Source: an optimization exercise on an open RTL-to-GDS flow (aim: small area, a short achievable clock period and few clock cycles). Production flows keep margins and buffers that such runs may drop.
In this exercise RTL edits were held to simulation tests only and were not proved equivalent to the original.
No activity file was given, so power comes from the tool's default toggle rates.

== run 1 ==
==> flow/design.v (excerpt) <==
module ysyx_22050058_top(
    input   wire            clk,
    input   wire            rst,
    output  wire [63:0]     imem_addr,
    input   wire [63:0]     imem_rdata,
    output  wire            dmem_ren,
    output  wire [63:0]     dmem_raddr,
    input   wire [63:0]     dmem_rdata,
    output  wire            dmem_wen,
    output  wire [63:0]     dmem_waddr,
    output  wire [63:0]     dmem_wdata,
    output  wire [7:0]      dmem_wmask,
    output  wire            halt
);
Settings: LEC_CHECK=0, CAP_MARGIN=10, CELL_PAD_IN_SITES_DETAIL_PLACEMENT=1, CELL_PAD_IN_SITES_GLOBAL_PLACEMENT=1, CORE_MARGIN=2, CORE_UTILIZATION=40, CTS_CLUSTER_DIAMETER=60, CTS_CLUSTER_SIZE=20, PLACE_DENSITY=0.6, SLEW_MARGIN=10, SYNTH_HIERARCHICAL=1, SYNTH_MINIMUM_KEEP_SIZE=0, TNS_END_PERCENT=0; clock period 15.0 ns.
standard.sh (not shown) runs the stock make flow with config.mk's settings and CLKGATE_MAP_FILE= SYNTH_SCRIPT=/design/flow/synth_recipe.tcl, a recipe that flattens the netlist after the stock synthesis.
==> flow/flow/run.sh <==
#!/bin/bash
set -euo pipefail
bash standard.sh SETUP_SLACK_MARGIN=12 finish > standard_flow.log 2>&1
Run 1: all stages done; final checks FAILED (capacitance limit, slew limit).
Testbench counts of run 1, summed over its fixed seeds: cycles 148,123.
For run 2, these inputs were changed with respect to run 1:
# run 1
export LEC_CHECK = 0
export CAP_MARGIN = 10
export CELL_PAD_IN_SITES_DETAIL_PLACEMENT = 1
export CELL_PAD_IN_SITES_GLOBAL_PLACEMENT = 1
export CORE_MARGIN = 2
export CORE_UTILIZATION = 40
export CTS_CLUSTER_DIAMETER = 60
export CTS_CLUSTER_SIZE = 20
export PLACE_DENSITY = 0.6
export SLEW_MARGIN = 10
export SYNTH_HIERARCHICAL = 1
export SYNTH_MINIMUM_KEEP_SIZE = 0
export TNS_END_PERCENT = 0
create_clock -name core_clock -period 15.0 [get_ports {clk}]
# run 2
export LEC_CHECK = 0
export CAP_MARGIN = 20
export CELL_PAD_IN_SITES_DETAIL_PLACEMENT = 1
export CELL_PAD_IN_SITES_GLOBAL_PLACEMENT = 1
export CORE_MARGIN = 2
export CORE_UTILIZATION = 35
export CTS_CLUSTER_DIAMETER = 60
export CTS_CLUSTER_SIZE = 20
export PLACE_DENSITY = 0.55
export SLEW_MARGIN = 20
export SYNTH_HIERARCHICAL = 1
export SYNTH_MINIMUM_KEEP_SIZE = 0
export TNS_END_PERCENT = 0
create_clock -name core_clock -period 15.0 [get_ports {clk}]
[summary]
- Run 2 reached the end of the flow, and the finished layout is clean on the timing, DRC and antenna checks.
- When run 2 is set beside run 1, its final cell count without fillers turns out to be 741 larger.
- Total power of run 2 exceeds that of run 1 slightly.
- Number of global-route vias before repair for run 2: 895 down relative to run 1
- Changes observed in run 2 relative to run 1: routed wire length closely matched the old numbers, worst stage delay on the critical path higher.
--- input diff run 2..run 3 ---
# run 2
export LEC_CHECK = 0
export CAP_MARGIN = 20
export CELL_PAD_IN_SITES_DETAIL_PLACEMENT = 1
export CELL_PAD_IN_SITES_GLOBAL_PLACEMENT = 1
export CORE_MARGIN = 2
export CORE_UTILIZATION = 35
export CTS_CLUSTER_DIAMETER = 60
export CTS_CLUSTER_SIZE = 20
export PLACE_DENSITY = 0.55
export SLEW_MARGIN = 20
export SYNTH_HIERARCHICAL = 1
export SYNTH_MINIMUM_KEEP_SIZE = 0
export TNS_END_PERCENT = 0
create_clock -name core_clock -period 15.0 [get_ports {clk}]
# run 3
export LEC_CHECK = 0
export CAP_MARGIN = 20
export CELL_PAD_IN_SITES_DETAIL_PLACEMENT = 1
export CELL_PAD_IN_SITES_GLOBAL_PLACEMENT = 1
export CORE_MARGIN = 2
export CORE_UTILIZATION = 40
export CTS_CLUSTER_DIAMETER = 60
export CTS_CLUSTER_SIZE = 20
export PLACE_DENSITY = 0.6
export SLEW_MARGIN = 20
export SYNTH_HIERARCHICAL = 1
export SYNTH_MINIMUM_KEEP_SIZE = 0
export TNS_END_PERCENT = 0
create_clock -name core_clock -period 15.0 [get_ports {clk}]
==> comparison <==
NOTE: maximum fanout along the worst path in run 3 exceeds that of run 2. Post-place setup slack | run 3 below run 2. Comparing run 3 against run 2, there is no change at all in synthesized area per cell. Run 3 reports a lower total core area than run 2 does. Delta (run 3 minus run 2): global-route usage went up 5.9 points, worst hold slack +7.8 ps, routed wire length decreased 0.44%. Depth of the most critical reg-to-reg path: run 3 < run 2. The effective utilization at floorplan in run 3 was higher than what run 2 gave. Re worst max-slew margin expressed relative to the limit: run 3 is 2.3 points down on run 2.
The inputs of run 4 differ from those of run 3 as listed below.
# run 3
export LEC_CHECK = 0
export CAP_MARGIN = 20
export CELL_PAD_IN_SITES_DETAIL_PLACEMENT = 1
export CELL_PAD_IN_SITES_GLOBAL_PLACEMENT = 1
export CORE_MARGIN = 2
export CORE_UTILIZATION = 40
export CTS_CLUSTER_DIAMETER = 60
export CTS_CLUSTER_SIZE = 20
export PLACE_DENSITY = 0.6
export SLEW_MARGIN = 20
export SYNTH_HIERARCHICAL = 1
export SYNTH_MINIMUM_KEEP_SIZE = 0
export TNS_END_PERCENT = 0
create_clock -name core_clock -period 15.0 [get_ports {clk}]
# run 4
export LEC_CHECK = 0
export CAP_MARGIN = 20
export CELL_PAD_IN_SITES_DETAIL_PLACEMENT = 0
export CELL_PAD_IN_SITES_GLOBAL_PLACEMENT = 0
export CORE_MARGIN = 2
export CORE_UTILIZATION = 35
export CTS_CLUSTER_DIAMETER = 60
export CTS_CLUSTER_SIZE = 20
export PLACE_DENSITY = 0.55
export SLEW_MARGIN = 20
export SYNTH_HIERARCHICAL = 1
export SYNTH_MINIMUM_KEEP_SIZE = 0
export TNS_END_PERCENT = 0
create_clock -name core_clock -period 15.0 [get_ports {clk}]
## What came out
- Between run 3 and run 4, the count of instances resized after the clock tree is built is lower for run 3.
- Critical-path cell with the highest stage delay = a222oi_1: run 4; critical-path cell with the highest stage delay = o21ai_1: run 3
- As far as final area is concerned, run 4 and run 3 perform about the same.
- [run 4] tap cell count rose 788 relative to run 3
- [compare] base=run 3 new=run 4: time the final worst path needs with I/O delays and setup shrank by 210 ps; period utilization shrank by 1.4 points; transition time of the tightest slew-check pin grew by 23 ps; wire length shrank by about 8%.
- As far as hold slack is concerned, run 3 and run 4 perform about the same.
- Run 4 — share of total power in combinational logic 1.7 points higher, run 3 as reference
The following lists how run 5 was set up differently from run 4:
# run 4
export LEC_CHECK = 0
export CAP_MARGIN = 20
export CELL_PAD_IN_SITES_DETAIL_PLACEMENT = 0
export CELL_PAD_IN_SITES_GLOBAL_PLACEMENT = 0
export CORE_MARGIN = 2
export CORE_UTILIZATION = 35
export CTS_CLUSTER_DIAMETER = 60
export CTS_CLUSTER_SIZE = 20
export PLACE_DENSITY = 0.55
export SLEW_MARGIN = 20
export SYNTH_HIERARCHICAL = 1
export SYNTH_MINIMUM_KEEP_SIZE = 0
export TNS_END_PERCENT = 0
create_clock -name core_clock -period 15.0 [get_ports {clk}]
# run 5
export LEC_CHECK = 0
export CAP_MARGIN = 20
export CELL_PAD_IN_SITES_DETAIL_PLACEMENT = 1
export CELL_PAD_IN_SITES_GLOBAL_PLACEMENT = 1
export CORE_MARGIN = 2
export CORE_UTILIZATION = 30
export CTS_CLUSTER_DIAMETER = 60
export CTS_CLUSTER_SIZE = 20
export PLACE_DENSITY = 0.5
export SLEW_MARGIN = 20
export SYNTH_HIERARCHICAL = 1
export SYNTH_MINIMUM_KEEP_SIZE = 0
export TNS_END_PERCENT = 0
create_clock -name core_clock -period 15.0 [get_ports {clk}]
## What came out
Run 5 ended with every stage complete and zero timing, DRC or antenna violations. First-pass GRT wire length | run 5 above run 4. Compared with run 4, run 5 shows a higher routed wire length. Final instance area, run 4 and run 5: larger value in run 5. Looking at detailed-routed wire length on met3 across run 4 and run 5, the one that comes out lower is run 5. Looking at data required time of the critical path, run 5 sits 50 ps lower than run 4 does. Run 4 ended up with fewer cell instances than run 5 did. Of run 4 and run 5, run 5 shows the higher TritonCTS buffer count, with run 4 below it. Run 5 improves on run 4 in setup slack. Cmp run 5 vs run 4: count of clock-buffer cells in the layout higher in run 5. Run 5 vs run 4: signed area change from the synthesized netlist to the final layout up. Compared with run 4, run 5 shows a sum of buffers and inverters on the critical path that is 1 higher.

## port drivers added, routing unchanged
How much do the figures lean on ideal ports? The routed layouts below were timed once more, with nothing changed but the port constraints.
Step 1, drivers: a clkbuf_16 drives clk and a buf_2 each remaining input, both assumed.
Step 2, shift: input delay + t, output delay - t, t = (earliest + latest rising clock arrival at the registers) / 2. This alone moves slack from input paths to output paths.
Three values: ideal, step 1, step 2; two values: the first two.
run	shift t [ns]	slack for setup (ns)	hold slack, ns	slew at the worst register clock pin (ns)	worst slew at a driven data input, ns
run 1	1.095	8.273 / 8.273 / 7.591	0.424 / 0.424 / 0.424	0.08 / 0.08	0.10
run 2	1.101	8.629 / 8.629 / 7.710	0.416 / 0.416 / 0.416	0.09 / 0.09	0.36
run 3	1.113	8.204 / 8.204 / 7.354	0.423 / 0.423 / 0.423	0.09 / 0.09	0.10
run 4	1.127	8.413 / 8.413 / 7.636	0.421 / 0.421 / 0.421	0.09 / 0.09	0.47
run 5	1.113	8.620 / 8.620 / 7.742	0.403 / 0.403 / 0.403	0.08 / 0.08	0.41
The setup slack of run 2, which loses most, moves by 0.000 ns with the drivers and by -0.919 ns with both steps.
